Background: an optimization exercise with open tools, aiming at small area. Do not read the settings as production practice.
Where RTL was checked, it was by simulation tests only, not by an equivalence proof against the original.
Function not checked in runs 3 to 5: the RTL went through the layout flow alone.
Power is estimated from default activity; no workload was simulated.

--- design/flow/design.v ---
module axi_master_write (
    input              clk,
    input              rstn,
    input              cmd_fire,
    input      [31:0]  cmd_addr,
    input      [13:0]  q_init,
    input              c_incr,
    input      [7:0]   c_rm1,
    input              c_rz,
    output             cmd_ready,
    output             cmd_abort,
    output     [31:0]  AWADDR,
    output     [7:0]   AWLEN,
    output             AWVALID,
    input              AWREADY,
    output     [31:0]  WDATA,
    output     [3:0]   WSTRB,
    output             WLAST,
    output             WVALID,
    input              WREADY,
    input      [1:0]   BRESP,
    input              BVALID,
    output             BREADY
);
reg        busy;
reg        pre_start;
reg        phantom_start;
reg        abort_pending;
reg        none_left;
reg [13:0] q;
reg [31:0] awaddr;
reg        awvalid;
reg        wvalid;
reg        wlast;
reg        wstrb;
reg        bready;
reg [9:0]  wdata;
reg [8:0]  beats_cnt;
wire awfire     = awvalid && AWREADY;
wire wfire      = wvalid && WREADY;
wire bfire      = BVALID && bready;
wire last_wfire = wlast && wfire;
wire aw_pending = awvalid && !AWREADY;
wire w_pending  = wvalid && !WREADY;
wire q_zero = (q == 14'd0);
wire [7:0] len_m1 = q_zero ? c_rm1 : (c_incr ? ~awaddr[9:2] : 8'd15);
wire start_burst = busy && !abort_pending && !none_left && !awvalid && !pre_start
                && !(wvalid && !(wlast && WREADY));
wire complete = busy && ((last_wfire && none_left) || (abort_pending && !wvalid && !awvalid));
always @(posedge clk) begin
    if (!rstn)
        busy <= 1'b0;
    else if (cmd_fire)
        busy <= 1'b1;
    else if (complete)
        busy <= 1'b0;
end
always @(posedge clk) begin
    pre_start     <= !busy;
    phantom_start <= busy && start_burst;
end
always @(posedge clk) begin
    if (!busy)
        abort_pending <= 1'b0;
    else if (bfire && BRESP[1])
        abort_pending <= 1'b1;
end
always @(posedge clk) begin
    if (cmd_fire)
        none_left <= 1'b0;
    else if (phantom_start)
        none_left <= q_zero || ((q == 14'd1) && c_rz);
    else if (abort_pending)
        none_left <= 1'b1;
end
always @(posedge clk) begin
    if (cmd_fire)
        q <= q_init;
    else if (awfire)
        q <= q - 14'd1;
end
always @(posedge clk) begin
    if (!busy) begin
        awaddr <= cmd_addr;
    end
    else if (awfire) begin
        awaddr[1:0] <= 2'b0;
        if (c_incr) begin
            awaddr[9:2]   <= 8'b0;
            awaddr[31:10] <= awaddr[31:10] + 22'd1;
        end
    end
end
always @(posedge clk) begin
    if (!rstn)
        awvalid <= 1'b0;
    else if (!aw_pending)
        awvalid <= start_burst;
end
always @(posedge clk) begin
    if (!rstn)
        wvalid <= 1'b0;
    else if (!w_pending) begin
        if (last_wfire)
            wvalid <= 1'b0;
        if (start_burst)
            wvalid <= 1'b1;
    end
end
always @(posedge clk) begin
    if (!rstn)
        beats_cnt <= 9'b0;
    else if (phantom_start)
        beats_cnt <= beats_cnt + {1'b0, len_m1} + {8'b0, !wfire};
    else if (wfire)
        beats_cnt <= beats_cnt - 9'd1;
end
always @(posedge clk) begin
    if (!rstn)
        wdata <= 10'b0;
    else if (wfire)
        wdata <= wlast ? 10'b0 : wdata + 10'd1;
end
always @(posedge clk) begin
    if (!w_pending) begin
        if (start_burst)
            wlast <= (len_m1 == 8'd0);
        else if (phantom_start)
            wlast <= (len_m1 == 8'd1);
        else
            wlast <= (beats_cnt == 9'd2);
    end
end
always @(posedge clk) begin
    if (!w_pending)
        wstrb <= !abort_pending;
end
always @(posedge clk) begin
    if (!rstn)
        bready <= 1'b0;
    else if (last_wfire)
        bready <= 1'b1;
    else if (bfire)
        bready <= 1'b0;
end
assign cmd_ready = !busy && !abort_pending;
assign cmd_abort = abort_pending;
assign AWADDR  = awaddr;
assign AWLEN   = len_m1;
assign AWVALID = awvalid;
assign WDATA   = {22'b0, wdata};
assign WSTRB   = {4{wstrb}};
assign WLAST   = wlast;
assign WVALID  = wvalid;
assign BREADY  = bready;
endmodule
module axi_master_read (
    input              clk,
    input              rstn,
    input              cmd_fire,
    input      [31:0]  cmd_addr,
    input      [13:0]  q_init,
    input              c_incr,
    input      [7:0]   c_rm1,
    input              c_rz,
    output             cmd_ready,
    output             cmd_abort,
    output     [31:0]  ARADDR,
    output     [7:0]   ARLEN,
    output             ARVALID,
    input              ARREADY,
    input              RLAST,
    input      [1:0]   RRESP,
    input              RVALID,
    output             RREADY
);
reg        busy;
reg        pre_start;
reg        phantom_start;
reg        abort_pending;
reg        none_left;
reg [13:0] q;
reg [31:0] araddr;
reg        arvalid;
reg        rready;
reg [7:0]  outstanding;    
wire arfire     = arvalid && ARREADY;
wire rfire      = RVALID && rready;
wire last_rfire = RLAST && rfire;
wire ar_pending = arvalid && !ARREADY;
wire q_zero = (q == 14'd0);
wire [7:0] len_m1 = q_zero ? c_rm1 : (c_incr ? ~araddr[9:2] : 8'd15);
wire start_burst = busy && !abort_pending && !none_left && !arvalid && !pre_start;
wire complete = busy && !pre_start && !phantom_start && none_left
             && ((outstanding == 8'd0) || (last_rfire && (outstanding == 8'd1)));
always @(posedge clk) begin
    if (!rstn)
        busy <= 1'b0;
    else if (cmd_fire)
        busy <= 1'b1;
    else if (complete)
        busy <= 1'b0;
end
always @(posedge clk) begin
    pre_start     <= !busy;
    phantom_start <= busy && start_burst;
end
always @(posedge clk) begin
    if (!rstn)
        outstanding <= 8'd0;
    else if (phantom_start && !last_rfire)
        outstanding <= outstanding + 8'd1;
    else if (last_rfire && !phantom_start)
        outstanding <= outstanding - 8'd1;
end
always @(posedge clk) begin
    if (!busy)
        abort_pending <= 1'b0;
    else if (rfire && RRESP[1])
        abort_pending <= 1'b1;
end
always @(posedge clk) begin
    if (cmd_fire)
        none_left <= 1'b0;
    else if (phantom_start)
        none_left <= q_zero || ((q == 14'd1) && c_rz);
    else if (abort_pending)
        none_left <= 1'b1;
end
always @(posedge clk) begin
    if (cmd_fire)
        q <= q_init;
    else if (arfire)
        q <= q - 14'd1;
end
always @(posedge clk) begin
    if (!busy) begin
        araddr <= cmd_addr;
    end
    else if (arfire) begin
        araddr[1:0] <= 2'b0;
        if (c_incr) begin
            araddr[9:2]   <= 8'b0;
            araddr[31:10] <= araddr[31:10] + 22'd1;
        end
    end
end
always @(posedge clk) begin
    if (!rstn)
        arvalid <= 1'b0;
    else if (!ar_pending)
        arvalid <= start_burst;
end
always @(posedge clk) begin
    if (!rstn)
        rready <= 1'b0;
    else if (arfire)
        rready <= 1'b1;
    else if (complete)
        rready <= 1'b0;
end
assign cmd_ready = !busy && !abort_pending;
assign cmd_abort = abort_pending;
assign ARADDR  = araddr;
assign ARLEN   = len_m1;
assign ARVALID = arvalid;
assign RREADY  = rready;
endmodule
module DMAC #(
    parameter AXI_ID_WD   = 2,
    parameter AXI_DATA_WD = 32,
    parameter AXI_ADDR_WD = 32,
    parameter AXI_STRB_WD = 4
)(
    input                      AXI_ACLK,
    input                      AXI_ARESETN,
    input                      cmd_valid,
    input  [AXI_ADDR_WD-1 : 0] cmd_addr,
    input  [AXI_ID_WD-1   : 0] cmd_id,
    input  [1 : 0]             cmd_burst,
    input  [2 : 0]             cmd_size,
    input  [AXI_ADDR_WD-1 : 0] cmd_len,
    output                     cmd_ready,
    output                     cmd_abort,
    output [AXI_ADDR_WD-1 : 0] AXI_AWADDR,
    output [AXI_ID_WD-1   : 0] AXI_AWID,
    output [1 : 0]             AXI_AWBURST,
    output [2 : 0]             AXI_AWSIZE,
    output [7 : 0]             AXI_AWLEN,
    output                     AXI_AWVALID,
    input                      AXI_AWREADY,
    output [AXI_DATA_WD-1 : 0] AXI_WDATA,
    output [AXI_STRB_WD-1 : 0] AXI_WSTRB,
    output                     AXI_WLAST,
    output                     AXI_WVALID,
    input                      AXI_WREADY,
    input  [AXI_ID_WD-1   : 0] AXI_BID,
    input  [1 : 0]             AXI_BRESP,
    input                      AXI_BVALID,
    output                     AXI_BREADY,
    output [AXI_ADDR_WD-1 : 0] AXI_ARADDR,
    output [AXI_ID_WD-1   : 0] AXI_ARID,
    output [1 : 0]             AXI_ARBURST,
    output [2 : 0]             AXI_ARSIZE,
    output [7 : 0]             AXI_ARLEN,
    output                     AXI_ARVALID,
    input                      AXI_ARREADY,
    input  [AXI_DATA_WD-1 : 0] AXI_RDATA,
    input                      AXI_RLAST,
    input  [AXI_ID_WD-1   : 0] AXI_RID,
    input  [1 : 0]             AXI_RRESP,
    input                      AXI_RVALID,
    output                     AXI_RREADY
);
wire w_cmd_ready, r_cmd_ready;
wire w_cmd_abort, r_cmd_abort;
assign cmd_ready = w_cmd_ready && r_cmd_ready;
assign cmd_abort = w_cmd_abort || r_cmd_abort;
wire cmd_fire = cmd_valid && cmd_ready;
wire [17:0] cmd_beats = cmd_len[19:2];
wire [7:0]  cmd_off   = cmd_addr[9:2];
wire        cmd_incr  = (cmd_burst == 2'b01);
wire [18:0] cmd_end   = {1'b0, cmd_beats} + {11'b0, cmd_off};
wire        cmd_cross = |cmd_end[18:8];
wire [13:0] q_init   = cmd_incr ? {3'b0, cmd_end[18:8]} : cmd_beats[17:4];
wire [7:0]  rm1_init = cmd_incr ? (cmd_beats[7:0] + (cmd_cross ? cmd_off : 8'd0) - 8'd1)
                                : ({4'b0, cmd_beats[3:0]} - 8'd1);
reg [1:0] c_id;
reg [1:0] c_burst;
reg [2:0] c_size;
reg [7:0] c_rm1;      
always @(posedge AXI_ACLK) begin
    if (cmd_fire) begin
        c_id    <= cmd_id;
        c_burst <= cmd_burst;
        c_size  <= cmd_size;
        c_rm1   <= rm1_init;
    end
end
wire c_incr = (c_burst == 2'b01);
wire c_rz   = &c_rm1;
assign AXI_AWID    = c_id;
assign AXI_AWBURST = c_burst;
assign AXI_AWSIZE  = c_size;
assign AXI_ARID    = c_id;
assign AXI_ARBURST = c_burst;
assign AXI_ARSIZE  = c_size;
axi_master_write axi_master_write (
    .clk       (AXI_ACLK),
    .rstn      (AXI_ARESETN),
    .cmd_fire  (cmd_fire),
    .cmd_addr  (cmd_addr),
    .q_init    (q_init),
    .c_incr    (c_incr),
    .c_rm1     (c_rm1),
    .c_rz      (c_rz),
    .cmd_ready (w_cmd_ready),
    .cmd_abort (w_cmd_abort),
    .AWADDR    (AXI_AWADDR),
    .AWLEN     (AXI_AWLEN),
    .AWVALID   (AXI_AWVALID),
    .AWREADY   (AXI_AWREADY),
    .WDATA     (AXI_WDATA),
    .WSTRB     (AXI_WSTRB),
    .WLAST     (AXI_WLAST),
    .WVALID    (AXI_WVALID),
    .WREADY    (AXI_WREADY),
    .BRESP     (AXI_BRESP),
    .BVALID    (AXI_BVALID),
    .BREADY    (AXI_BREADY)
);
axi_master_read axi_master_read (
    .clk       (AXI_ACLK),
    .rstn      (AXI_ARESETN),
    .cmd_fire  (cmd_fire),
    .cmd_addr  (cmd_addr),
    .q_init    (q_init),
    .c_incr    (c_incr),
    .c_rm1     (c_rm1),
    .c_rz      (c_rz),
    .cmd_ready (r_cmd_ready),
    .cmd_abort (r_cmd_abort),
    .ARADDR    (AXI_ARADDR),
    .ARLEN     (AXI_ARLEN),
    .ARVALID   (AXI_ARVALID),
    .ARREADY   (AXI_ARREADY),
    .RLAST     (AXI_RLAST),
    .RRESP     (AXI_RRESP),
    .RVALID    (AXI_RVALID),
    .RREADY    (AXI_RREADY)
);
endmodule
--- design/flow/run.sh ---
#!/bin/bash
# synth_recipe.tcl (not shown) runs the flow's synth.tcl, then flattens the netlist and writes it again
# the make line also repeats each setting of config.mk as NAME=value (left out here)
make -C /OpenROAD-flow-scripts/flow DESIGN_CONFIG=/design/flow/config.mk WORK_HOME=/design/flow/orfs CLKGATE_MAP_FILE= SYNTH_SCRIPT=/design/flow/synth_recipe.tcl finish
--- design/flow/config.mk ---
export PLATFORM = sky130hd
export DESIGN_NAME = DMAC
export DESIGN_NICKNAME = DMAC
export VERILOG_FILES = /design/flow/design.v
export SDC_FILE = /design/flow/constraint.sdc
export NUM_CORES = 4
export LEC_CHECK = 0
export CAP_MARGIN = 20
export CORE_MARGIN = 2
export CORE_UTILIZATION = 40
export SLEW_MARGIN = 20
--- design/flow/constraint.sdc ---
create_clock -name core_clock -period 6.5 [get_ports {AXI_ACLK}]
set_input_delay 1.3000 -clock core_clock [delete_from_list [all_inputs] [get_ports {AXI_ACLK}]]
set_output_delay 1.3000 -clock core_clock [all_outputs]
set_load 0.01 [all_outputs]
==> impl_results.md, run 1 <==
* Outcome: finished clean
* # hold bufs at CTS at 0
* Post-CTS sizing at 0
* Logic depth of the worst register-to-register path at 16
* Met2 layer wire length in the routed design at 10.93 mm
* Worst slack at placement at 0.3666 ns
* Setup_tns at 0 ns
* Total power per unit cell area at 258.1 mW/mm2
* Post-Layout Cell Count at 1,415
* Req. time, crit path at 6.66 ns
* Share of post-route cells with drive strength above 1 at 0.05310
* Leading post-synthesis cells by instance count: 124 x sky130_fd_sc_hd__nor2_1, 109 x sky130_fd_sc_hd__edfxtp_1, 95 x sky130_fd_sc_hd__a21oi_1
* Cell count after synthesis at 954
* Core Util, Final at 0.5201
* Final worst slack at 0.7741 ns
* Ys flop type: sky130_fd_sc_hd__edfxtp_1
* Data arrival time of the critical path at 5.88 ns
* Hold slack final at 0.4902 ns
* Maximum buffer depth of the clock tree at 2
* Synthesis-to-layout area growth at 28.58%
* Post-synthesis compound-gate area fraction at 0.1176
* Met1 routed wirelength after detailed routing at 11.43 mm
* Classification of the worst setup path: in -> reg
* Largest fanout of any net on the critical path at 5
* Power Total at 3.012 mW
* Maximum clock skew at final layout at 0.01168 ns
* Port Buf Inserts at 183
* Register area share after synthesis at 0.4533
* RSZ-0062 raised after global routing: false
* Mux cell area share after synthesis at 0.01530
* Total global routing overflow at 0
* Area share of the largest cell type after synthesis at 0.3607
* Post-route DRC violation count at 0
* Final instance area at 0.01167 mm2
* Clock sink count at 151
* Nature of the critical path endpoint: flop
* Seq cells post-synth at 151
* Hold Crit Depth at 2
* Core Rows at 55
* HPWL Detailed at 18.22 mm
* Global-route wire length before repair at 38.22 mm
* Number of nets in the finished design at 1,283
* Number of maximum-capacitance constraint violations at 0
* Synth Area in Adders at 0.06590
* Least-Margin Pin Slew at 0.9350 ns
* Vias in the first global route at 7,094
* Total core area at 0.02243 mm2
* Synthesis warning total at 3
* CTS tree: done
* IO Pins at 258
* Simple-gate area share of the yosys netlist at 0.1864
* Xor/xnor cell area share of the yosys netlist at 0.09844
* Number of buffers added for setup after CTS at 0
* Top cells by area, synth: sky130_fd_sc_hd__edfxtp_1 36%, sky130_fd_sc_hd__dfxtp_1 9.3%, sky130_fd_sc_hd__ha_1 5.9%
* Kind of path behind the tightest hold check: reg -> reg
* Finish-stage setup viols at 0
* Clock-pin slew on the worst setup and hold paths at 0.06 ns
* Startpoint types: primary input
* Top routing layer used: met4
* Synth area leader: sky130_fd_sc_hd__edfxtp_1
* Detail-routed via count per cell at 5.180
* Crit share post-route at 0.8809
* Fillcell total at 2,094
* Number of enable flip-flop cells after synthesis at 109
* Count of pins over their slew limit at 0
* Total die area at 0.02391 mm2
* Peak supply drop at 0.1285 mV
* Post-synth design cell area at 0.009075 mm2
* 1st-iter DRT viols at 309
* Final Wtd Congestion at 0.8361
* Met3 wirelength from detailed routing at 1.112 mm
* Initial Util at 0.4045
* Static leakage at 4.392 nW
* Worst relative slew slack at 0.3606
* Die Span Y at 154.6 um
* WL/cell at 16.99 um
* Total inserted antenna cells at 0
* Number of clock buffers inserted by TritonCTS at 17
* Most numerous cell in the Yosys netlist: sky130_fd_sc_hd__nor2_1
* Global router's overall resource usage at 0.2039
* ANT nets after route at 0
* Hold Vio Cnt, Final at 0
* Wire length after detailed routing at 24.04 mm
* Async set-reset flop share out of synthesis at 0
* H-tree depth at 4
* Maximum clock frequency at 174.6 MHz
* Main combinational cell family by area after synthesis: simple AND/OR/NAND/NOR gates
* Post-Place Cell Area at 0.01103 mm2
* Die W at 154.6 um
* Shortest period the worst path allows at 5.726 ns
* Worst skew pair latency at 0.42 ns
* Number of placed cells counting well taps at 1,383
* Average cell area after synthesis at 9.513 um2
* Drt first pass iters at 5
* Initial antenna violation count at 0
* Count of vias placed by the detailed router at 7,329
* Buffer cell driving the clock tree root: sky130_fd_sc_hd__clkbuf_16
* Count of cell types in the netlist at 64
* Largest net degree at the start of global routing at 59
path summary, 6_finish.rpt:
path / startpoint / end / slack (ns)
worst max-delay path: cmd_addr[9] / c_rm1[7] / 0.77
worst min-delay path: axi_master_read.outstanding[7] / axi_master_read.outstanding[7] / 0.49
worst max register to register: axi_master_write.q[8] / axi_master_write.beats_cnt[8] / 2.22
worst min register to register: axi_master_read.outstanding[7] / axi_master_read.outstanding[7] / 0.49
registers in the layout, indices dropped and copies added, names as in the netlist, 2 cells and up:
| register | flops |
|---|---|
| axi_master_read.q | 14 |
| c_burst | 2 |
| axi_master_write.q | 14 |
| axi_master_write.beats_cnt | 9 |
| axi_master_write.awaddr | 32 |
| c_rm1 | 8 |
| c_size | 3 |
| axi_master_read.araddr | 32 |
| c_id | 2 |
| axi_master_write.wdata | 10 |
| axi_master_read.outstanding | 8 |
per-layer routing:
metal	vias to the layer above	track usage
met4	0	0.06526
met3	30	0.03530
met2	190	0.3236
li1	3652	-
met5	-	0
met1	3457	0.2844
layout by cell type (no fill, tap or decap), drive strengths merged, types with 33 or more instances in the layout:
master	netlist	routed
nand2	70	70
clkdlybuf4s50	0	183
xor2	47	47
edfxtp	109	109
nand3	33	33
xnor2	55	55
inv	44	44
a21oi	96	96
ha	43	43
dfxtp	42	42
nor2	124	124
where the power goes:
| group | switching (mW) | internal [mW] | total [mW] | leakage, nW |
|---|---|---|---|---|
| sequential | 0.111 | 1.17 | 1.29 | 1.42 |
| clock | 0.396 | 0.678 | 1.07 | 0.305 |
| combinational | 0.332 | 0.320 | 0.652 | 2.66 |
worst max-delay path, cell delays in order:
cell	delay, ns
sky130_fd_sc_hd__clkdlybuf4s50_1	0.57
sky130_fd_sc_hd__ha_1	0.41
sky130_fd_sc_hd__a21o_1	0.23
sky130_fd_sc_hd__a211o_1	0.33
sky130_fd_sc_hd__and2_0	0.23
sky130_fd_sc_hd__o31a_1	0.26
sky130_fd_sc_hd__or4b_1	0.62
sky130_fd_sc_hd__nand2_1	0.12
sky130_fd_sc_hd__ha_1	0.14
sky130_fd_sc_hd__inv_1	0.04
sky130_fd_sc_hd__ha_1	0.20
sky130_fd_sc_hd__fa_1	0.41
sky130_fd_sc_hd__a21o_1	0.17
sky130_fd_sc_hd__a21oi_1	0.22
sky130_fd_sc_hd__o21bai_1	0.10
sky130_fd_sc_hd__a21oi_1	0.18
sky130_fd_sc_hd__xnor2_1	0.16
sky130_fd_sc_hd__a211o_1	0.12
sky130_fd_sc_hd__nand3_1	0.07
cells by family after synthesis:
family,count (synthesis)
DFF,151
and+or+nand+nor,350
other,1
AOI/OAI and AO/OA,180
xor gates and xnor gates,102
buffers and inverters,112
muxes,12
adders and majority gates,46
cell type report:
class,count,area [um2],share of cell area
Clock buffer,18,429.2,0.03678
Clock inverter,14,206.4,0.01769
Inverter,45,168.9,0.01448
Multi-Input combinational cell,712,4487,0.3845
Sequential cell,151,4116,0.3528
Tap cell,285,356.6,0.03056
Timing Repair Buffer,190,1904,0.1632
==> inputs of run 2 (changes only) <==
==> design/flow/flow/run.sh (new file) <==
#!/bin/bash
set -euo pipefail
export BUFFER_PORTS_ARGS="-buffer_cell sky130_fd_sc_hd__buf_1"
bash standard.sh > standard_flow.log 2>&1
==> design/flow/standard.sh (new file) <==
#!/bin/bash
# synth_recipe.tcl (not shown) runs the flow's synth.tcl, then flattens the netlist and writes it again
# the make line also repeats each setting of config.mk as NAME=value (left out here)
make -C /OpenROAD-flow-scripts/flow DESIGN_CONFIG=/design/flow/config.mk WORK_HOME=/design/flow/orfs CLKGATE_MAP_FILE= SYNTH_SCRIPT=/design/flow/synth_recipe.tcl "${@:-finish}"
removed: design/flow/run.sh
==> impl_results.md, run 2 <==
* Maximum clock skew at final layout at 0.009010 ns (-0.002673 ns)
* Critical path launch point: cmd_addr[9]
* Classification of the worst setup path: in -> reg
* Worst skew pair latency at 0.43 ns (about the same)
* WL/cell at 16.86 um (-0.77%)
* Worst slack at placement at 0.5945 ns (+0.2280 ns)
* Maximum clock frequency at 182.6 MHz (+4.6%)
* Worst relative slew slack at 0.3159 (-0.04466)
* Total global routing overflow at 0 (unchanged)
* Post-synth design cell area at 0.009075 mm2 (unchanged)
* Area of all sequential standard cells at 0.004116 mm2 (unchanged)
* Core Rows at 55 (unchanged)
* Data arrival time of the critical path at 5.65 ns (-0.23 ns)
* Post-Place Cell Area at 0.009868 mm2 (-11%)
* Worst R2R Setup Slack at 2.20 ns (-0.02 ns)
* Synthesis warning total at 3 (unchanged)
* Post-Layout Cell Count at 1,415 (unchanged)
* Cell count after synthesis at 954 (unchanged)
* Total power per unit cell area at 272.1 mW/mm2 (+5.4%)
* Initial antenna violation count at 1 (+1)
* Kind of path behind the tightest hold check: reg -> reg
* Total core area at 0.02243 mm2 (unchanged)
* Logic depth of the worst register-to-register path at 16 (unchanged)
* Fillcell total at 2,250 (+7.4%)
* Startpoint of the most critical register-to-register path: axi_master_write.q[8]
* Post-CTS sizing at 0 (unchanged)
* Area of the multi-input gates at 0.004488 mm2 (about the same)
* Req. time, crit path at 6.67 ns (about the same)
* Commonest cells after routing, fill and taps aside: 183 x sky130_fd_sc_hd__buf_1, 124 x sky130_fd_sc_hd__nor2_1, 109 x sky130_fd_sc_hd__edfxtp_1
* Count of cell types in the netlist at 64 (unchanged)
* Number of nets in the finished design at 1,282 (-0.078%)
* Global-route wire length before repair at 37.34 mm (-2.3%)
* Synth area leader: sky130_fd_sc_hd__edfxtp_1
* Die W at 154.6 um (unchanged)
* Shortest period the worst path allows at 5.476 ns (-0.2503 ns)
* Register area share after synthesis at 0.4533 (unchanged)
* Detail-routed via count per cell at 5.228 (+0.93%)
* Global router's overall resource usage at 0.1989 (-0.004979)
* Hold Vio Cnt, Final at 0 (unchanged)
* Hold Crit Depth at 2 (unchanged)
* Count of pins over their slew limit at 0 (unchanged)
* Peak supply drop at 0.1502 mV (+17%)
* Ys flop type: sky130_fd_sc_hd__edfxtp_1
* Vias in the first global route at 6,907 (-2.6%)
* Post-route DRC violation count at 0 (unchanged)
* Seq cells post-synth at 151 (unchanged)
* Number of enable flip-flop cells after synthesis at 109 (unchanged)
* Port Buf Inserts at 183 (unchanged)
* Finish-stage setup viols at 0 (unchanged)
* Crit share post-route at 0.8424 (-0.03850)
* ANT nets after route at 0 (unchanged)
* IO Pins at 258 (unchanged)
* Largest net degree at the start of global routing at 59 (unchanged)
* Startpoint types: primary input
* 1st-iter DRT viols at 438 (+42%)
* R2R Path End: axi_master_write.beats_cnt[8]
* Number of placed cells counting well taps at 1,382 (-0.072%)
* Clock-pin slew on the worst setup and hold paths at 0.07 ns (about the same)
* Top cells by area, synth: sky130_fd_sc_hd__edfxtp_1 36%, sky130_fd_sc_hd__dfxtp_1 9.3%, sky130_fd_sc_hd__ha_1 5.9%
* Buffer cell driving the clock tree root: sky130_fd_sc_hd__clkbuf_16
* Initial Util at 0.4045 (unchanged)
* Share of post-route cells with drive strength above 1 at 0.05314 (about the same)
* RSZ-0062 raised after global routing: false
* Largest registers: axi_master_read.araddr (32), axi_master_write.awaddr (32)
* Die Span Y at 154.6 um (unchanged)
* Total die area at 0.02391 mm2 (unchanged)
* Number of clock buffers inserted by TritonCTS at 17 (unchanged)
* Nature of the critical path endpoint: flop
* Average cell area after synthesis at 9.513 um2 (unchanged)
* Endpoint of the worst hold-timing path: axi_master_write.bready
* Most common cell after layout, fill and taps aside: sky130_fd_sc_hd__buf_1
* CTS tree: done
* Count of vias placed by the detailed router at 7,397 (+0.93%)
* # hold bufs at CTS at 0 (unchanged)
* Leading post-synthesis cells by instance count: 124 x sky130_fd_sc_hd__nor2_1, 109 x sky130_fd_sc_hd__edfxtp_1, 95 x sky130_fd_sc_hd__a21oi_1
* HPWL Detailed at 17.86 mm (-2.0%)
* Drt first pass iters at 5 (unchanged)
* Outcome: finished clean
* Least-Margin Pin Slew at 1.024 ns (+0.08906 ns)
* Maximum buffer depth of the clock tree at 2 (unchanged)
* H-tree depth at 4 (unchanged)
* Static leakage at 3.860 nW (-12%)
* Synthesis-to-layout area growth at 15.43%
* Final instance area at 0.01048 mm2 (-10%)
* Wire length after detailed routing at 23.85 mm (-0.77%)
* Largest fanout of any net on the critical path at 9 (+4)
* Async set-reset flop share out of synthesis at 0 (unchanged)
* Number of maximum-capacitance constraint violations at 0 (unchanged)
* Launch point of the worst hold path: axi_master_write.bready
* Area share of the largest cell type after synthesis at 0.3607 (unchanged)
* Final worst slack at 1.024 ns (+0.2503 ns)
* Setup_tns at 0 ns (unchanged)
* Most numerous cell in the Yosys netlist: sky130_fd_sc_hd__nor2_1
* Number of buffers added for setup after CTS at 0 (unchanged)
* Final Wtd Congestion at 0.8429 (+0.81%)
* Clock sink count at 151 (unchanged)
## run 2: cell counts after synthesis
Identical to the previous run, type by type.
## run 2: kinds of logic after synthesis
kind of cell,share of synthesized area
AO/OA/AOI/OAI,0.1176
XOR/XNOR,0.09844
adder cells (fa/ha/maj),0.06590
buffers and inverters,0.06259
flip-flops,0.4533
multiplexers,0.01530
other,0.0004132
AND/OR/NAND/NOR,0.1864
## run 2: cell type report
type | instances | area share
diodes | 1 | 0.0002389
clock buffers | 17 | 0.04061
well taps | 285 | 0.03404
clock inverters | 15 | 0.01696
flip-flops and latches | 151 | 0.3930
inverters | 45 | 0.01613
multi-input cells | 712 | 0.4285
repair buffers | 189 | 0.07059
## run 2: worst max-delay path, cell delays in order
cell                       delay, ns
sky130_fd_sc_hd__buf_1          0.25
sky130_fd_sc_hd__ha_1           0.33
sky130_fd_sc_hd__a21o_1         0.23
sky130_fd_sc_hd__a211o_1        0.40
sky130_fd_sc_hd__and2_0         0.26
sky130_fd_sc_hd__o31a_1         0.26
sky130_fd_sc_hd__or4b_1         0.69
sky130_fd_sc_hd__nand2_1        0.14
sky130_fd_sc_hd__ha_1           0.12
sky130_fd_sc_hd__inv_1          0.04
sky130_fd_sc_hd__ha_1           0.22
sky130_fd_sc_hd__fa_1           0.40
sky130_fd_sc_hd__a21o_1         0.17
sky130_fd_sc_hd__a21oi_1        0.21
sky130_fd_sc_hd__o21bai_1       0.08
sky130_fd_sc_hd__a21oi_1        0.18
sky130_fd_sc_hd__xnor2_1        0.16
sky130_fd_sc_hd__a211o_1        0.13
sky130_fd_sc_hd__nand3_1        0.06
## run 2: metrics by stage
step                utilization  power (mW)  hold WS (ns)
global placement         0.4392       1.821        0.4686
detailed placement       0.4399       1.835        0.4788
CTS                      0.4668       2.868        0.4892
finish                   0.4669       2.850        0.4852
global route             0.4668       2.988        0.5078
floorplan                     -       1.651        0.4341
## run 2: worst max-delay path by stage
stage	slack (ns)	to
final	1.02	c_rm1[7]
after detailed placement	0.59	c_rm1[7]
after global routing	0.73	c_rm1[7]
after global placement	0.62	c_rm1[7]
after CTS	1.04	c_rm1[7]
after floorplan	1.18	c_rm1[7]
## run 2: report_power, final
part           leakage [nW]  switching, mW  internal, mW
logic                  2.16          0.330         0.203
registers              1.42          0.110          1.17
clock network         0.278          0.428         0.605
total                  3.86          0.867          1.98
## run 2: layer usage
| layer | vias up | GRT usage | share of wire |
|---|---|---|---|
| li1 | 3650 | - | - |
| met1 | 3532 | 0.2866 | 0.47 |
| met4 | 0 | 0.04762 | 0.012 |
| met2 | 193 | 0.3121 | 0.46 |
| met5 | - | 0 | 0 |
| met3 | 22 | 0.03474 | 0.050 |
==> inputs of run 3 (changes only) <==
--- a/design/flow/design.v
+++ b/design/flow/design.v
@@ -3,5 +3,7 @@
     input              rstn,
     input              cmd_fire,
-    input      [31:0]  cmd_addr,
+    input      [31:10] cmd_addr,
+    input      [9:0]   c_addr,
+    input              fired,
     input      [13:0]  q_init,
     input              c_incr,
@@ -24,10 +26,10 @@
 );
 reg        busy;
-reg        pre_start;
+reg        first;
 reg        phantom_start;
 reg        abort_pending;
 reg        none_left;
 reg [13:0] q;
-reg [31:0] awaddr;
+reg [31:10] awaddr;
 reg        awvalid;
 reg        wvalid;
@@ -44,6 +46,6 @@
 wire w_pending  = wvalid && !WREADY;
 wire q_zero = (q == 14'd0);
-wire [7:0] len_m1 = q_zero ? c_rm1 : (c_incr ? ~awaddr[9:2] : 8'd15);
-wire start_burst = busy && !abort_pending && !none_left && !awvalid && !pre_start
+wire [7:0] len_m1 = q_zero ? c_rm1 : (c_incr ? (first ? ~c_addr[9:2] : 8'hff) : 8'd15);
+wire start_burst = busy && !abort_pending && !none_left && !awvalid && !fired
                 && !(wvalid && !(wlast && WREADY));
 wire complete = busy && ((last_wfire && none_left) || (abort_pending && !wvalid && !awvalid));
@@ -57,5 +59,4 @@
 end
 always @(posedge clk) begin
-    pre_start     <= !busy;
     phantom_start <= busy && start_burst;
 end
@@ -81,14 +82,14 @@
 end
 always @(posedge clk) begin
-    if (!busy) begin
+    if (!busy)
         awaddr <= cmd_addr;
-    end
-    else if (awfire) begin
-        awaddr[1:0] <= 2'b0;
-        if (c_incr) begin
-            awaddr[9:2]   <= 8'b0;
-            awaddr[31:10] <= awaddr[31:10] + 22'd1;
-        end
-    end
+    else if (awfire && c_incr)
+        awaddr <= awaddr + 22'd1;
+end
+always @(posedge clk) begin
+    if (cmd_fire)
+        first <= 1'b1;
+    else if (awfire)
+        first <= 1'b0;
 end
 always @(posedge clk) begin
@@ -146,5 +147,5 @@
 assign cmd_ready = !busy && !abort_pending;
 assign cmd_abort = abort_pending;
-assign AWADDR  = awaddr;
+assign AWADDR  = {awaddr, (first || !c_incr) ? c_addr[9:2] : 8'b0, first ? c_addr[1:0] : 2'b0};
 assign AWLEN   = len_m1;
 assign AWVALID = awvalid;
@@ -159,5 +160,7 @@
     input              rstn,
     input              cmd_fire,
-    input      [31:0]  cmd_addr,
+    input      [31:10] cmd_addr,
+    input      [9:0]   c_addr,
+    input              fired,
     input      [13:0]  q_init,
     input              c_incr,
@@ -176,10 +179,10 @@
 );
 reg        busy;
-reg        pre_start;
+reg        first;
 reg        phantom_start;
 reg        abort_pending;
 reg        none_left;
 reg [13:0] q;
-reg [31:0] araddr;
+reg [31:10] araddr;
 reg        arvalid;
 reg        rready;
@@ -190,7 +193,7 @@
 wire ar_pending = arvalid && !ARREADY;
 wire q_zero = (q == 14'd0);
-wire [7:0] len_m1 = q_zero ? c_rm1 : (c_incr ? ~araddr[9:2] : 8'd15);
-wire start_burst = busy && !abort_pending && !none_left && !arvalid && !pre_start;
-wire complete = busy && !pre_start && !phantom_start && none_left
+wire [7:0] len_m1 = q_zero ? c_rm1 : (c_incr ? (first ? ~c_addr[9:2] : 8'hff) : 8'd15);
+wire start_burst = busy && !abort_pending && !none_left && !arvalid && !fired;
+wire complete = busy && !fired && !phantom_start && none_left
              && ((outstanding == 8'd0) || (last_rfire && (outstanding == 8'd1)));
 always @(posedge clk) begin
@@ -203,5 +206,4 @@
 end
 always @(posedge clk) begin
-    pre_start     <= !busy;
     phantom_start <= busy && start_burst;
 end
@@ -235,14 +237,14 @@
 end
 always @(posedge clk) begin
-    if (!busy) begin
+    if (!busy)
         araddr <= cmd_addr;
-    end
-    else if (arfire) begin
-        araddr[1:0] <= 2'b0;
-        if (c_incr) begin
-            araddr[9:2]   <= 8'b0;
-            araddr[31:10] <= araddr[31:10] + 22'd1;
-        end
-    end
+    else if (arfire && c_incr)
+        araddr <= araddr + 22'd1;
+end
+always @(posedge clk) begin
+    if (cmd_fire)
+        first <= 1'b1;
+    else if (arfire)
+        first <= 1'b0;
 end
 always @(posedge clk) begin
@@ -262,5 +264,5 @@
 assign cmd_ready = !busy && !abort_pending;
 assign cmd_abort = abort_pending;
-assign ARADDR  = araddr;
+assign ARADDR  = {araddr, (first || !c_incr) ? c_addr[9:2] : 8'b0, first ? c_addr[1:0] : 2'b0};
 assign ARLEN   = len_m1;
 assign ARVALID = arvalid;
@@ -324,10 +326,13 @@
 wire        cmd_cross = |cmd_end[18:8];
 wire [13:0] q_init   = cmd_incr ? {3'b0, cmd_end[18:8]} : cmd_beats[17:4];
-wire [7:0]  rm1_init = cmd_incr ? (cmd_beats[7:0] + (cmd_cross ? cmd_off : 8'd0) - 8'd1)
-                                : ({4'b0, cmd_beats[3:0]} - 8'd1);
+wire [7:0]  r_init   = cmd_incr ? (cmd_cross ? cmd_end[7:0] : cmd_beats[7:0])
+                                : {4'b0, cmd_beats[3:0]};
+wire [7:0]  rm1_init = r_init - 8'd1;
 reg [1:0] c_id;
 reg [1:0] c_burst;
 reg [2:0] c_size;
 reg [7:0] c_rm1;      
+reg [9:0] c_addr;     
+reg       fired;      
 always @(posedge AXI_ACLK) begin
     if (cmd_fire) begin
@@ -336,6 +341,10 @@
         c_size  <= cmd_size;
         c_rm1   <= rm1_init;
+        c_addr  <= cmd_addr[9:0];
     end
 end
+always @(posedge AXI_ACLK) begin
+    fired <= cmd_fire;
+end
 wire c_incr = (c_burst == 2'b01);
 wire c_rz   = &c_rm1;
@@ -350,5 +359,7 @@
     .rstn      (AXI_ARESETN),
     .cmd_fire  (cmd_fire),
-    .cmd_addr  (cmd_addr),
+    .cmd_addr  (cmd_addr[31:10]),
+    .c_addr    (c_addr),
+    .fired     (fired),
     .q_init    (q_init),
     .c_incr    (c_incr),
@@ -374,5 +385,7 @@
     .rstn      (AXI_ARESETN),
     .cmd_fire  (cmd_fire),
-    .cmd_addr  (cmd_addr),
+    .cmd_addr  (cmd_addr[31:10]),
+    .c_addr    (c_addr),
+    .fired     (fired),
     .q_init    (q_init),
     .c_incr    (c_incr),
==> impl_results.md, run 3 <==
* Total core area at 0.02182 mm2 (-2.7%)
* Hold Vio Cnt, Final at 0 (unchanged)
* Post-Layout Cell Count at 1,408 (-0.49%)
* Number of buffers added for setup after CTS at 0 (unchanged)
* Most numerous cell in the Yosys netlist: sky130_fd_sc_hd__nor2_1
* RSZ-0062 raised after global routing: false
* Average cell area after synthesis at 9.313 um2 (-2.1%)
* Clk pwr share at 0.346 (-0.017)
* ANT nets after route at 0 (unchanged)
* Die Span Y at 153.2 um (-0.92%)
* Number of maximum-capacitance constraint violations at 0 (unchanged)
* WL/cell at 14.98 um (-11%)
* Peak supply drop at 0.1765 mV (+18%)
* 1st-iter DRT viols at 512 (+17%)
* Commonest cells after routing, fill and taps aside: 183 x sky130_fd_sc_hd__buf_1, 141 x sky130_fd_sc_hd__nor2_1, 99 x sky130_fd_sc_hd__edfxtp_1
* H-tree depth at 4 (unchanged)
* Buffer cell driving the clock tree root: sky130_fd_sc_hd__clkbuf_16
* Initial Util at 0.4080 (+0.003463)
* Fillcell total at 2,121 (-5.7%)
* Kind of path behind the tightest hold check: reg -> reg
* Synth area leader: sky130_fd_sc_hd__edfxtp_1
* Startpoint types: flop
* Largest fanout of any net on the critical path at 14 (+5)
* Largest net degree at the start of global routing at 49 (-17%)
* Final instance area at 0.01026 mm2 (-2.0%)
* Drt first pass iters at 5 (unchanged)
* Detail-routed via count per cell at 5.116 (-2.1%)
* Global-route met3 utilization at 0.02608 (-0.008659)
* Busiest layer in global routing: met2
* Switching Power at 0.8848 mW (+2.0%)
* Finish-stage setup viols at 0 (unchanged)
* Maximum clock frequency at 207.0 MHz (+13%)
* Total power per unit cell area at 279.0 mW/mm2 (+2.5%)
* Setup_tns at 0 ns (unchanged)
* Global-route wire length before repair at 33.88 mm (-9.3%)
* Seq cells post-synth at 142 (-6.0%)
* Maximum buffer depth of the clock tree at 2 (unchanged)
* Cell count after synthesis at 956 (+0.21%)
* Data arrival time of the critical path at 5.11 ns (-0.54 ns)
* GR Util met2 at 0.2872 (-0.02487)
* Share of post-route cells with drive strength above 1 at 0.05230 (-0.0008394)
* Post-Place Cell Area at 0.009667 mm2 (-2.0%)
* Number of enable flip-flop cells after synthesis at 99 (-9.2%)
* Internal Power at 1.978 mW (-0.24%)
* Top cells by area, synth: sky130_fd_sc_hd__edfxtp_1 33%, sky130_fd_sc_hd__dfxtp_1 9.7%, sky130_fd_sc_hd__nor2_1 5.9%
* Req. time, crit path at 6.78 ns (+0.11 ns)
* Maximum clock skew at final layout at 0.01072 ns (+0.001711 ns)
* IO Pins at 258 (unchanged)
* Register area share after synthesis at 0.4306 (-0.02275)
* Worst relative slew slack at 0.4429 (+0.1270)
* Area of all sequential standard cells at 0.003834 mm2 (-6.9%)
* Outcome: finished clean
* Most common cell after layout, fill and taps aside: sky130_fd_sc_hd__buf_1
* Post-synth design cell area at 0.008904 mm2 (-1.9%)
* Logic gate share of total power at 0.221 (+0.034)
* # hold bufs at CTS at 0 (unchanged)
* Area share of the largest cell type after synthesis at 0.3339 (-0.02678)
* Vias in the first global route at 6,673 (-3.4%)
* Total global routing overflow at 0 (unchanged)
* End point of the critical path: axi_master_write.beats_cnt[8]
* Logic depth of the worst register-to-register path at 17 (+1)
* Post-route DRC violation count at 0 (unchanged)
* Count of vias placed by the detailed router at 7,204 (-2.6%)
* Wire length after detailed routing at 21.09 mm (-12%)
* Power share of the sequential group at 0.433 (-0.017)
* Startpoint of the most critical register-to-register path: axi_master_write.q[4]
* Count of cell types in the netlist at 66 (+3.1%)
* Global Route met1 Usage at 0.2440 (-0.04260)
* Ys flop type: sky130_fd_sc_hd__edfxtp_1
* Static leakage at 3.799 nW (-1.6%)
* Worst R2R Setup Slack at 1.67 ns (-0.53 ns)
* Number of placed cells counting well taps at 1,376 (-0.43%)
* Shortest period the worst path allows at 4.831 ns (-0.6450 ns)
* Total inserted antenna cells at 0 (-1)
* Number of nets in the finished design at 1,269 (-1.0%)
* Port Buf Inserts at 183 (unchanged)
* Clock-pin slew on the worst setup and hold paths at 0.06 ns (about the same)
* Least-Margin Pin Slew at 0.8356 ns (-0.1884 ns)
* R2R Path End: axi_master_write.beats_cnt[8]
* Clock sink count at 142 (-6.0%)
* Final Wtd Congestion at 0.8402 (-0.32%)
* Async set-reset flop share out of synthesis at 0 (unchanged)
* Hold slack final at 0.4624 ns (-0.02275 ns)
* Global router's overall resource usage at 0.1769 (-0.02194)
* Critical path launch point: axi_master_write.q[4]
* Total die area at 0.02347 mm2 (-1.8%)
* CTS tree: done
* Number of clock buffers inserted by TritonCTS at 17 (unchanged)
* Classification of the worst setup path: reg -> reg
* Core Rows at 54 (-1.8%)
* Leading post-synthesis cells by instance count: 141 x sky130_fd_sc_hd__nor2_1, 99 x sky130_fd_sc_hd__edfxtp_1, 87 x sky130_fd_sc_hd__a21oi_1
* Nature of the critical path endpoint: flop
* Worst skew pair latency at 0.42 ns (about the same)
* HPWL Detailed at 15.94 mm (-11%)
* Post-CTS sizing at 0 (unchanged)
* Synthesis-to-layout area growth at 15.26%
* Die W at 153.2 um (-0.92%)
* Area of the multi-input gates at 0.004627 mm2 (+3.1%)
* Largest registers: axi_master_read.araddr (22), axi_master_write.awaddr (22)
* Crit share post-route at 0.7432 (-0.09922)
* Sw Share at 0.3091 (+0.004696)
* Initial antenna violation count at 0 (-1)
* Synthesis warning total at 3 (unchanged)
* Count of pins over their slew limit at 0 (unchanged)
run 3: cell count changes in the layout (fill, tap and decap cells not counted), sizes merged, moves of 8 or more:
cell | before | now
nor2 | 124 | 142
edfxtp | 109 | 99
mux2i | 3 | 11
ha | 43 | 31
nand3 | 33 | 44
inv | 47 | 34
nand2 | 70 | 50
run 3: per-layer routing:
layer  up-vias  routed length, um
met5         -                  0
met4         0                308
met3        25                988
met2       189               9860
met1      3308               9930
li1       3682                  -
run 3: final cells by class:
| cell class | instances | area share |
|---|---|---|
| repair buffers | 189 | 0.07132 |
| clock buffers | 18 | 0.04182 |
| inverters | 33 | 0.01207 |
| well taps | 280 | 0.03414 |
| clock inverters | 14 | 0.01622 |
| multi-input cells | 732 | 0.4509 |
| flip-flops and latches | 142 | 0.3736 |
run 3: cell families after synthesis:
kind of cell | Yosys count | share of synthesized area
compound gates | 196 | 0.1384
buf+inv | 103 | 0.05944
mux | 22 | 0.02628
other cells | 1 | 0.0004212
simple gates | 349 | 0.1873
fa+ha+maj | 34 | 0.05031
flops | 142 | 0.4306
xor+xnor | 109 | 0.1072
run 3: critical path, stage by stage, from the launching register on:
cell                       delay [ns]
sky130_fd_sc_hd__edfxtp_1        0.45
sky130_fd_sc_hd__nor4_1          0.51
sky130_fd_sc_hd__nand3_1         0.25
sky130_fd_sc_hd__or4_1           0.79
sky130_fd_sc_hd__nand3_1         0.19
sky130_fd_sc_hd__o21a_1          0.20
sky130_fd_sc_hd__inv_1           0.09
sky130_fd_sc_hd__fa_1            0.42
sky130_fd_sc_hd__fa_1            0.41
sky130_fd_sc_hd__nor2b_1         0.11
sky130_fd_sc_hd__o21ai_0         0.11
sky130_fd_sc_hd__a21boi_0        0.24
sky130_fd_sc_hd__o21ai_0         0.14
sky130_fd_sc_hd__a21boi_0        0.25
sky130_fd_sc_hd__o21ai_0         0.13
sky130_fd_sc_hd__a31oi_1         0.21
sky130_fd_sc_hd__xnor2_1         0.14
sky130_fd_sc_hd__nor2_1          0.05
run 3: worst min-delay path by stage:
stage	cells after the start	slack, ns	start	to
after floorplan	1	0.42	axi_master_read.none_left	axi_master_read.phantom_start
after global placement	1	0.46	axi_master_read.none_left	axi_master_read.phantom_start
after detailed placement	1	0.46	axi_master_read.none_left	axi_master_read.phantom_start
after CTS	1	0.47	axi_master_read.none_left	axi_master_read.phantom_start
after global routing	1	0.51	axi_master_read.none_left	axi_master_read.phantom_start
final	1	0.46	axi_master_read.none_left	axi_master_read.phantom_start
run 3: through the flow:
stage | worst slack [ns] | total power [mW] | utilization
floorplan | 2.081 | 1.707 | -
global placement | 1.409 | 1.880 | 0.4430
detailed placement | 1.342 | 1.889 | 0.4430
CTS | 1.703 | 2.884 | 0.4702
global route | 1.294 | 3.024 | 0.4702
finish | 1.669 | 2.863 | 0.4702
run 3: power groups by stage:
| stage | logic, mW | registers, mW | clock network, mW |
|---|---|---|---|
| 3_3_place_gp | 0.627 | 1.25 | 0 |
| 2_1_floorplan | 0.458 | 1.25 | 0 |
| 6_report | 0.633 | 1.24 | 0.991 |
| 5_1_grt | 0.713 | 1.26 | 1.05 |
| 4_1_cts | 0.637 | 1.24 | 1.01 |
| 3_5_place_dp | 0.632 | 1.26 | 0 |
==> inputs of run 4 (changes only) <==
--- a/design/flow/design.v
+++ b/design/flow/design.v
@@ -3,5 +3,5 @@
     input              rstn,
     input              cmd_fire,
-    input      [31:10] cmd_addr,
+    input      [21:0]  c_blk,
     input      [9:0]   c_addr,
     input              fired,
@@ -31,5 +31,4 @@
 reg        none_left;
 reg [13:0] q;
-reg [31:10] awaddr;
 reg        awvalid;
 reg        wvalid;
@@ -81,10 +80,5 @@
         q <= q - 14'd1;
 end
-always @(posedge clk) begin
-    if (!busy)
-        awaddr <= cmd_addr;
-    else if (awfire && c_incr)
-        awaddr <= awaddr + 22'd1;
-end
+wire [21:0] awaddr = c_blk - {11'b0, q[10:0] & {11{c_incr}}};
 always @(posedge clk) begin
     if (cmd_fire)
@@ -109,11 +103,11 @@
     end
 end
+wire [8:0] cnt_step = phantom_start ? {1'b0, len_m1} : {9{wfire}};
+wire       cnt_cin  = phantom_start && !wfire;
 always @(posedge clk) begin
     if (!rstn)
         beats_cnt <= 9'b0;
-    else if (phantom_start)
-        beats_cnt <= beats_cnt + {1'b0, len_m1} + {8'b0, !wfire};
-    else if (wfire)
-        beats_cnt <= beats_cnt - 9'd1;
+    else
+        beats_cnt <= beats_cnt + cnt_step + {8'b0, cnt_cin};
 end
 always @(posedge clk) begin
@@ -160,5 +154,5 @@
     input              rstn,
     input              cmd_fire,
-    input      [31:10] cmd_addr,
+    input      [21:0]  c_blk,
     input      [9:0]   c_addr,
     input              fired,
@@ -184,5 +178,4 @@
 reg        none_left;
 reg [13:0] q;
-reg [31:10] araddr;
 reg        arvalid;
 reg        rready;
@@ -236,10 +229,5 @@
         q <= q - 14'd1;
 end
-always @(posedge clk) begin
-    if (!busy)
-        araddr <= cmd_addr;
-    else if (arfire && c_incr)
-        araddr <= araddr + 22'd1;
-end
+wire [21:0] araddr = c_blk - {11'b0, q[10:0] & {11{c_incr}}};
 always @(posedge clk) begin
     if (cmd_fire)
@@ -334,4 +322,5 @@
 reg [7:0] c_rm1;      
 reg [9:0] c_addr;     
+reg [21:0] c_blk;     
 reg       fired;      
 always @(posedge AXI_ACLK) begin
@@ -342,4 +331,5 @@
         c_rm1   <= rm1_init;
         c_addr  <= cmd_addr[9:0];
+        c_blk   <= cmd_addr[31:10] + (cmd_incr ? {11'b0, cmd_end[18:8]} : 22'd0);
     end
 end
@@ -359,5 +349,5 @@
     .rstn      (AXI_ARESETN),
     .cmd_fire  (cmd_fire),
-    .cmd_addr  (cmd_addr[31:10]),
+    .c_blk     (c_blk),
     .c_addr    (c_addr),
     .fired     (fired),
@@ -385,5 +375,5 @@
     .rstn      (AXI_ARESETN),
     .cmd_fire  (cmd_fire),
-    .cmd_addr  (cmd_addr[31:10]),
+    .c_blk     (c_blk),
     .c_addr    (c_addr),
     .fired     (fired),
--- a/design/flow/config.mk
+++ b/design/flow/config.mk
@@ -9,3 +9,4 @@
 export CORE_MARGIN = 2
 export CORE_UTILIZATION = 40
+export CTS_BUF_LIST = sky130_fd_sc_hd__clkbuf_8
 export SLEW_MARGIN = 20
==> impl_results.md, run 4 <==
* Outcome: finished clean
* Clock-pin slew on the worst setup and hold paths at 0.08 ns (+0.02 ns)
* Cell repeated most along the worst path: sky130_fd_sc_hd__o21ai_0
* Cell count after synthesis at 989 (+3.5%)
* WL/cell at 15.26 um (+1.9%)
* Clock sink count at 120 (-15%)
* Fillcell total at 2,205 (+4.0%)
* Commonest cells after routing, fill and taps aside: 183 x sky130_fd_sc_hd__buf_1, 101 x sky130_fd_sc_hd__nor2_1, 78 x sky130_fd_sc_hd__nand2_1
* Logic gate share of total power at 0.309 (+0.088)
* Logic depth of the worst register-to-register path at 18 (+1)
* Synthesis-to-layout area growth at 13.09%
* Number of flip-flops in the largest register at 22
* Launch point of the worst hold path: axi_master_read.none_left
* Count of pins over their slew limit at 0 (unchanged)
* Slowest cell on crit path: sky130_fd_sc_hd__edfxtp_1
* Largest register by flop count: c_blk
* Power share of the sequential group at 0.417 (-0.016)
* 1st-iter DRT viols at 429 (-16%)
* Seq cells post-synth at 120 (-15%)
* Wire length after detailed routing at 22.08 mm (+4.7%)
* Final worst slack at 0.9068 ns (-0.7625 ns)
* Number of buffers added for setup after CTS at 0 (unchanged)
* IO Pins at 258 (unchanged)
* HPWL Detailed at 17.31 mm (+8.6%)
* Buffer cell driving the clock tree root: sky130_fd_sc_hd__clkbuf_8
* RSZ-0062 raised after global routing: false
* Final Wtd Congestion at 0.8402 (unchanged)
* H-tree depth at 4 (unchanged)
* Count of cell types in the netlist at 65 (-1.5%)
* Maximum buffer depth of the clock tree at 2 (unchanged)
* ANT nets after route at 0 (unchanged)
* Peak supply drop at 0.1084 mV (-39%)
* Internal Power at 1.555 mW (-21%)
* Most common cell after layout, fill and taps aside: sky130_fd_sc_hd__buf_1
* Global-route wire length before repair at 35.20 mm (+3.9%)
* Switching Power at 0.9081 mW (+2.6%)
* Worst slack at placement at 0.8436 ns (-0.4980 ns)
* Kind of path behind the tightest hold check: reg -> reg
* Req. time, crit path at 5.20 ns (-1.58 ns)
* Total global routing overflow at 0 (unchanged)
* Die W at 153.2 um (about the same)
* Number of nets in the finished design at 1,340 (+5.6%)
* Endpoint of the worst hold-timing path: axi_master_read.phantom_start
* Average cell area after synthesis at 9.000 um2 (-3.4%)
* Total core area at 0.02182 mm2 (unchanged)
* Global router's overall resource usage at 0.1865 (+0.009526)
* Core Rows at 54 (unchanged)
* Most numerous cell in the Yosys netlist: sky130_fd_sc_hd__nor2_1
* Nature of the critical path endpoint: output pin
* Startpoint of the most critical register-to-register path: axi_master_write.q[6]
* Delay of the slowest critical-path stage at 0.46 ns (-0.33 ns)
* Maximum clock skew at final layout at 0.02009 ns (+0.009371 ns)
* Crit share post-route at 0.8605 (+0.1173)
* Worst R2R Setup Slack at 1.54 ns (-0.13 ns)
* Static leakage at 3.895 nW (+2.5%)
* Finish-stage setup viols at 0 (unchanged)
* Largest net degree at the start of global routing at 54 (+10%)
* Largest registers: c_blk (22), axi_master_read.q (14), axi_master_write.q (14)
* Drt first pass iters at 5 (unchanged)
* # hold bufs at CTS at 0 (unchanged)
* Detail-routed via count per cell at 5.183 (+1.3%)
* Post-Place Cell Area at 0.009681 mm2 (+0.14%)
* Critical path cell sequence: nor2b_1 > buf_4 > nand2_1 > ha_1 > nor2b_1 > o21ai_0 > a21boi_0 > o21ai_0 > a21boi_0 > o21ai_0 > nand2b_1 > a41oi_1 > nand4_1 > xnor2_1 > buf_1
* Post-route DRC violation count at 0 (unchanged)
* Shortest period the worst path allows at 5.593 ns (+0.7625 ns)
* Number of clock buffers inserted by TritonCTS at 17 (unchanged)
* Ys flop type: sky130_fd_sc_hd__edfxtp_1
* Leading post-synthesis cells by instance count: 101 x sky130_fd_sc_hd__nor2_1, 78 x sky130_fd_sc_hd__nand2_1, 77 x sky130_fd_sc_hd__edfxtp_1
* Synthesis warning total at 3 (unchanged)
* Area of all sequential standard cells at 0.003173 mm2 (-17%)
* Post-synth design cell area at 0.008901 mm2 (about the same)
* CTS tree: done
* Least-Margin Pin Slew at 0.7662 ns (-0.06936 ns)
* Number of maximum-capacitance constraint violations at 0 (unchanged)
* Total inserted antenna cells at 0 (unchanged)
* Area share of the largest cell type after synthesis at 0.2598 (-0.07413)
* Core Util, Final at 0.4612 (-0.009001)
* Data arrival time of the critical path at 4.29 ns (-0.82 ns)
* Hold Crit Depth at 1 (unchanged)
* Setup_tns at 0 ns (unchanged)
* Classification of the worst setup path: reg -> out
* Async set-reset flop share out of synthesis at 0 (unchanged)
* Total power per unit cell area at 244.7 mW/mm2 (-12%)
* Number of enable flip-flop cells after synthesis at 77 (-22%)
* Initial Util at 0.4079 (about the same)
* Maximum clock frequency at 178.8 MHz (-14%)
* Initial antenna violation count at 0 (unchanged)
* Worst skew pair latency at 0.46 ns (+0.04 ns)
* Hold Vio Cnt, Final at 0 (unchanged)
* Die Span Y at 153.2 um (about the same)
* Top cells by area, synth: sky130_fd_sc_hd__edfxtp_1 26%, sky130_fd_sc_hd__dfxtp_1 9.7%, sky130_fd_sc_hd__ha_1 8.4%
* Startpoint types: flop
* Largest fanout of any net on the critical path at 19 (+5)
* Port Buf Inserts at 183 (unchanged)
* Register area share after synthesis at 0.3565 (-0.07410)
* Clk pwr share at 0.274 (-0.072)
* Worst relative slew slack at 0.4845 (+0.04153)
* Share of post-route cells with drive strength above 1 at 0.04799 (-0.004319)
* Count of vias placed by the detailed router at 7,500 (+4.1%)
* Post-CTS sizing at 0 (unchanged)
* Vias in the first global route at 6,937 (+4.0%)
* Area of the multi-input gates at 0.005279 mm2 (+14%)
* R2R Path End: axi_master_write.beats_cnt[8]
* Final instance area at 0.01007 mm2 (-1.9%)
* Sw Share at 0.3686 (+0.05955)
* Total die area at 0.02346 mm2 (about the same)
* Synth area leader: sky130_fd_sc_hd__edfxtp_1
-- run 4: cell count changes after synthesis, moves of 9 or more --
cell                       delta
sky130_fd_sc_hd__and2_1      +17
sky130_fd_sc_hd__inv_1        +9
sky130_fd_sc_hd__a21oi_1     -20
sky130_fd_sc_hd__ha_1        +29
sky130_fd_sc_hd__nor2b_1     +14
sky130_fd_sc_hd__nor2_1      -40
sky130_fd_sc_hd__and3_1      -12
sky130_fd_sc_hd__nand3_1     -14
sky130_fd_sc_hd__nand2_1     +28
sky130_fd_sc_hd__o21ai_0      +9
sky130_fd_sc_hd__edfxtp_1    -22
sky130_fd_sc_hd__a21o_1       +9
-- run 4: layer usage --
metal	GRT usage	wire, um	vias up
li1	-	-	3773
met1	0.2683	10750	3501
met2	0.2864	9820	200
met3	0.02920	1156	26
met4	0.06217	350	0
met5	0	0	-
-- run 4: power groups by stage --
stage          combinational [mW]  clock [mW]  sequential [mW]
2_1_floorplan               0.572           0             1.01
5_1_grt                     0.858       0.722             1.04
3_5_place_dp                0.764           0             1.04
3_3_place_gp                0.754           0             1.04
4_1_cts                     0.768       0.687             1.03
6_report                    0.760       0.676             1.03
-- run 4: how the worst max path moves through the flow --
| stage | from | to | slack, ns |
|---|---|---|---|
| floorplan | cmd_addr[2] | c_blk[18] | 1.59 |
| global placement | cmd_len[2] | c_blk[20] | 0.93 |
| detailed placement | cmd_len[2] | c_blk[20] | 0.84 |
| CTS | c_burst[1] | AXI_AWADDR[24] | 0.86 |
| global route | c_burst[1] | AXI_AWADDR[30] | 0.48 |
| finish | c_burst[1] | AXI_ARADDR[30] | 0.91 |
-- run 4: stage by stage --
step           hold slack [ns]  cells  power (mW)
3_3_place_gp            0.4616   1415       1.797
4_1_cts                 0.4733   1447       2.483
5_1_grt                 0.5086   1447       2.623
2_1_floorplan           0.4244   1010       1.584
3_5_place_dp            0.4695   1415       1.809
6_report                0.4758   1447       2.464
-- run 4: worst max-delay path: cells and delay by family, from the launching register on --
kind / cells / cell delay, ns
xor+xnor: 1 / 0.18
fa+ha+maj: 1 / 0.32
buf+inv: 2 / 0.48
flops: 1 / 0.46
simple gates: 5 / 0.94
compound gates: 6 / 1.46
-- run 4: cell families (layout without fill, tap and decap cells) --
family / count (synthesis) / count (layout) / synth area share
other cells: 1 / 22 / 0.0004213
mux: 15 / 15 / 0.01743
fa+ha+maj: 66 / 66 / 0.09784
buf+inv: 104 / 261 / 0.05932
simple gates: 375 / 375 / 0.2131
compound gates: 189 / 189 / 0.1383
xor+xnor: 119 / 119 / 0.1171
flops: 120 / 120 / 0.3565
-- run 4: layout make-up --
type                            count  share of cell area
Multi-Input combinational cell    786              0.5244
Sequential cell                   120              0.3152
Timing Repair Buffer              188             0.07197
Tap cell                          280             0.03480
Clock buffer                       17             0.02324
Inverter                           41             0.01529
Clock inverter                     15             0.01504
==> inputs of run 5 (changes only) <==
==> design/flow/flow/run.sh (replaced) <==
#!/bin/bash
set -euo pipefail
export MY_WORK="$PWD"
export MY_ABC_SCRIPT="$PWD/flow/abc_area.script"
export MY_ABC_D=6500
export BUFFER_PORTS_ARGS="-buffer_cell sky130_fd_sc_hd__buf_1"
sed "s#SYNTH_SCRIPT=[^ ]*#SYNTH_SCRIPT=$PWD/flow/synth.tcl#" standard.sh > my_standard.sh
bash my_standard.sh > flow_make.log 2>&1
==> design/flow/flow/abc_area.script (new file) <==
strash
&get -n
&deepsyn -T 30
&put
&get -n
&dch -f
&nf -R 1000
&put
==> design/flow/flow/synth.tcl (new file) <==
# synth_recipe.tcl (the standard synthesis) with ABC's mapping script and delay target replaced.
proc abc {args} {
  set out {}
  set skip 0
  foreach a $args {
    if {$skip} { set skip 0; continue }
    if {$a eq "-script" || $a eq "-D"} { set skip 1; continue }
    lappend out $a
  }
  set out [linsert $out 0 -script $::env(MY_ABC_SCRIPT)]
  lappend out -D $::env(MY_ABC_D)
  puts "abc override: $out"
  yosys abc {*}$out
}
source $::env(MY_WORK)/synth_recipe.tcl
==> impl_results.md, run 5 <==
* Global router's overall resource usage at 0.1947 (+0.008230)
* Share of post-route cells with drive strength above 1 at 0.05561 (+0.007620)
* Global-route wire length before repair at 33.23 mm (-5.6%)
* Core Util, Final at 0.4754 (+0.01411)
* Average cell area after synthesis at 9.311 um2 (+3.5%)
* IO Pins at 258 (unchanged)
* Core Rows at 52 (-3.7%)
* Most common cell after layout, fill and taps aside: sky130_fd_sc_hd__buf_1
* Req. time, crit path at 5.20 ns (about the same)
* Peak supply drop at 0.1276 mV (+18%)
* Register area share after synthesis at 0.3908 (+0.03434)
* Die Span Y at 146.5 um (-4.4%)
* Met1 routed wirelength after detailed routing at 9.519 mm (-11%)
* Static leakage at 3.728 nW (-4.3%)
* Total inserted antenna cells at 0 (unchanged)
* Post-synth design cell area at 0.008119 mm2 (-8.8%)
* Initial Util at 0.4038 (-0.004020)
* Number of clock buffers inserted by TritonCTS at 17 (unchanged)
* Commonest cells after routing, fill and taps aside: 183 x sky130_fd_sc_hd__buf_1, 77 x sky130_fd_sc_hd__edfxtp_1, 74 x sky130_fd_sc_hd__nand2_1
* Shortest period the worst path allows at 6.158 ns (+0.5653 ns)
* Wire length after detailed routing at 20.74 mm (-6.1%)
* Number of maximum-capacitance constraint violations at 0 (unchanged)
* Met3 wirelength from detailed routing at 1.125 mm (-2.7%)
* Data arrival time of the critical path at 4.86 ns (+0.57 ns)
* Largest register by flop count: c_blk
* Post-route DRC violation count at 0 (unchanged)
* Total core area at 0.02010 mm2 (-7.9%)
* Clock sink count at 120 (unchanged)
* Classification of the worst setup path: reg -> out
* Drt first pass iters at 5 (unchanged)
* Maximum clock skew at final layout at 0.01314 ns (-0.006951 ns)
* Vias in the first global route at 6,720 (-3.1%)
* Number of flip-flops in the largest register at 22 (unchanged)
* Leading post-synthesis cells by instance count: 77 x sky130_fd_sc_hd__edfxtp_1, 74 x sky130_fd_sc_hd__nand2_1, 70 x sky130_fd_sc_hd__a21oi_1
* Startpoint types: flop
* Combined buffer and inverter count along the critical path at 2 (unchanged)
* Cell count after synthesis at 872 (-12%)
* Category of cells accounting for the largest share of critical-path delay: compound AO/OA/AOI/OAI gates
* Seq cells post-synth at 120 (unchanged)
* Async set-reset flop share out of synthesis at 0 (unchanged)
* Clock-pin slew on the worst setup and hold paths at 0.09 ns (about the same)
* Area of the multi-input gates at 0.004658 mm2 (-12%)
* Area share of the largest cell type after synthesis at 0.2848 (+0.02502)
* Outcome: finished clean
* Critical path cell sequence: nor2b_1 > buf_4 > nand2_1 > ha_1 > nor2b_1 > o21ai_0 > nand2b_1 > a21o_1 > a21o_1 > a21o_1 > a21o_1 > a21o_1 > a21o_1 > a21o_1 > a21o_1 > or2_0 > nor2_1 > nand3b_1 > nor3_2 > nor3b_2 > xor2_1 > buf_1
* Largest registers: c_blk (22), axi_master_read.q (14), axi_master_write.q (14)
* Synthesis warning total at 3 (unchanged)
* Number of enable flip-flop cells after synthesis at 77 (unchanged)
* Finish-stage setup viols at 0 (unchanged)
* Final Wtd Congestion at 0.8805 (+4.8%)
* Count of pins over their slew limit at 0 (unchanged)
* Met2 layer wire length in the routed design at 9.785 mm (-0.36%)
* Delay of the slowest critical-path stage at 0.45 ns (about the same)
* Number of buffers added for setup after CTS at 0 (unchanged)
* Fillcell total at 2,016 (-8.6%)
* Total global routing overflow at 0 (unchanged)
* Crit share post-route at 0.9475 (+0.08697)
* Top routing layer used: met4
* Initial antenna violation count at 0 (unchanged)
* Number of nets in the finished design at 1,270 (-5.2%)
* Synth area leader: sky130_fd_sc_hd__edfxtp_1
* Count of cell types in the netlist at 41 (-37%)
* Largest fanout of any net on the critical path at 7 (-12)
* Hold Vio Cnt, Final at 0 (unchanged)
* Cell repeated most along the worst path: sky130_fd_sc_hd__a21o_1
* Detail-routed via count per cell at 5.089 (-1.8%)
* Worst relative slew slack at 0.4123 (-0.07215)
* Total power per unit cell area at 241.7 mW/mm2 (-1.3%)
* Power Total at 2.310 mW (-6.3%)
* Buffer cell driving the clock tree root: sky130_fd_sc_hd__clkbuf_8
* Total die area at 0.02145 mm2 (-8.6%)
## run 5: changes by cell type after synthesis, moves of 18 or more
cell                       before  now
sky130_fd_sc_hd__nor2_1       101   48
sky130_fd_sc_hd__inv_1         41    0
sky130_fd_sc_hd__clkinv_1       0   39
sky130_fd_sc_hd__o21ai_0       28   60
sky130_fd_sc_hd__a21o_1        17   43
sky130_fd_sc_hd__and2_0         0   26
sky130_fd_sc_hd__and2_1        22    0
sky130_fd_sc_hd__clkbuf_1      22    0
sky130_fd_sc_hd__and3_1         5   25
sky130_fd_sc_hd__xnor2_1       64   44
sky130_fd_sc_hd__nor2b_1       35   16
sky130_fd_sc_hd__nand3_1       30   12
## run 5: area by class of cell
| class | count | share of cell area |
|---|---|---|
| multi-input cells | 701 | 0.4874 |
| flip-flops and latches | 120 | 0.3320 |
| clock buffers | 17 | 0.02448 |
| well taps | 270 | 0.03535 |
| repair buffers | 205 | 0.08916 |
| inverters | 39 | 0.01545 |
| clock inverters | 15 | 0.01610 |
## run 5: routing by layer
metal  vias up  track usage
li1       3545            -
met1      3226       0.2530
met2       163       0.3231
met3        23      0.05031
met4         0      0.05291
met5         -            0
## run 5: logic make-up (layout without fill, tap and decap cells)
family,count (synthesis),after routing,share of synthesized area
xor gates and xnor gates,85,85,0.09169
AOI/OAI and AO/OA,229,229,0.1715
buffers and inverters,72,276,0.04854
other,1,22,0.0004619
DFF,120,120,0.3908
muxes,2,2,0.002466
adders and majority gates,66,66,0.1073
and+or+nand+nor,297,297,0.1872
## run 5: where the power goes
part	internal [mW]	switching, mW	leakage, nW
Clock	0.288	0.380	0.203
Sequential	0.922	0.0862	1.08
Combinational	0.257	0.375	2.44
## run 5: path summary, 6_finish.rpt
kind / cells after the start / startpoint / slack (ns) / endpoint
worst min register to register: 1 / axi_master_read.outstanding[7] / 0.46 / axi_master_read.outstanding[7]
worst max register to register: 22 / axi_master_write.q[0] / 2.00 / axi_master_write.beats_cnt[8]
worst max-delay path: 22 / c_burst[1] / 0.34 / AXI_ARADDR[31]
worst min-delay path: 1 / axi_master_read.outstanding[7] / 0.46 / axi_master_read.outstanding[7]
## run 5: stage by stage
stage | setup WS [ns] | std cells | hold slack, ns | cell area (um2) | setup TNS (ns)
floorplan | 0.5782 | 893 | 0.4227 | 8198 | 0
global placement | 0.02360 | 1335 | 0.4359 | 9140 | 0
detailed placement | 0.02488 | 1335 | 0.4422 | 9140 | 0
CTS | 0.1884 | 1367 | 0.4554 | 9528 | 0
global route | -0.04043 | 1367 | 0.4890 | 9557 | -0.04730
finish | 0.3415 | 1367 | 0.4576 | 9557 | 0
## run 5: worst reg2reg max path, stage by stage, from the launching register on
cell and delay (ns):
sky130_fd_sc_hd__edfxtp_1 0.44, sky130_fd_sc_hd__clkinv_1 0.09, sky130_fd_sc_hd__ha_1 0.18, sky130_fd_sc_hd__nand2b_1 0.12, sky130_fd_sc_hd__nor3_1 0.52, sky130_fd_sc_hd__nand2_1 0.31, sky130_fd_sc_hd__nor3_1 0.23, sky130_fd_sc_hd__buf_4 0.21
sky130_fd_sc_hd__nor2_1 0.09, sky130_fd_sc_hd__a21oi_1 0.32, sky130_fd_sc_hd__a21o_1 0.20, sky130_fd_sc_hd__fa_1 0.20, sky130_fd_sc_hd__clkinv_1 0.08, sky130_fd_sc_hd__fa_1 0.39, sky130_fd_sc_hd__nor2_1 0.10, sky130_fd_sc_hd__o21ai_0 0.08
sky130_fd_sc_hd__nand2b_1 0.12, sky130_fd_sc_hd__a21oi_1 0.09, sky130_fd_sc_hd__o21bai_1 0.20, sky130_fd_sc_hd__a21o_1 0.16, sky130_fd_sc_hd__a21oi_1 0.07, sky130_fd_sc_hd__o21ai_0 0.15, sky130_fd_sc_hd__a21oi_1 0.05

Setup slack of run 5, layout unchanged: 0.342 ns with ideal ports, 0.302 ns with driving cells assumed (clock clkbuf_16, inputs buf_2), 0.070 ns with port delays also shifted by the 0.492 ns mid clock arrival.
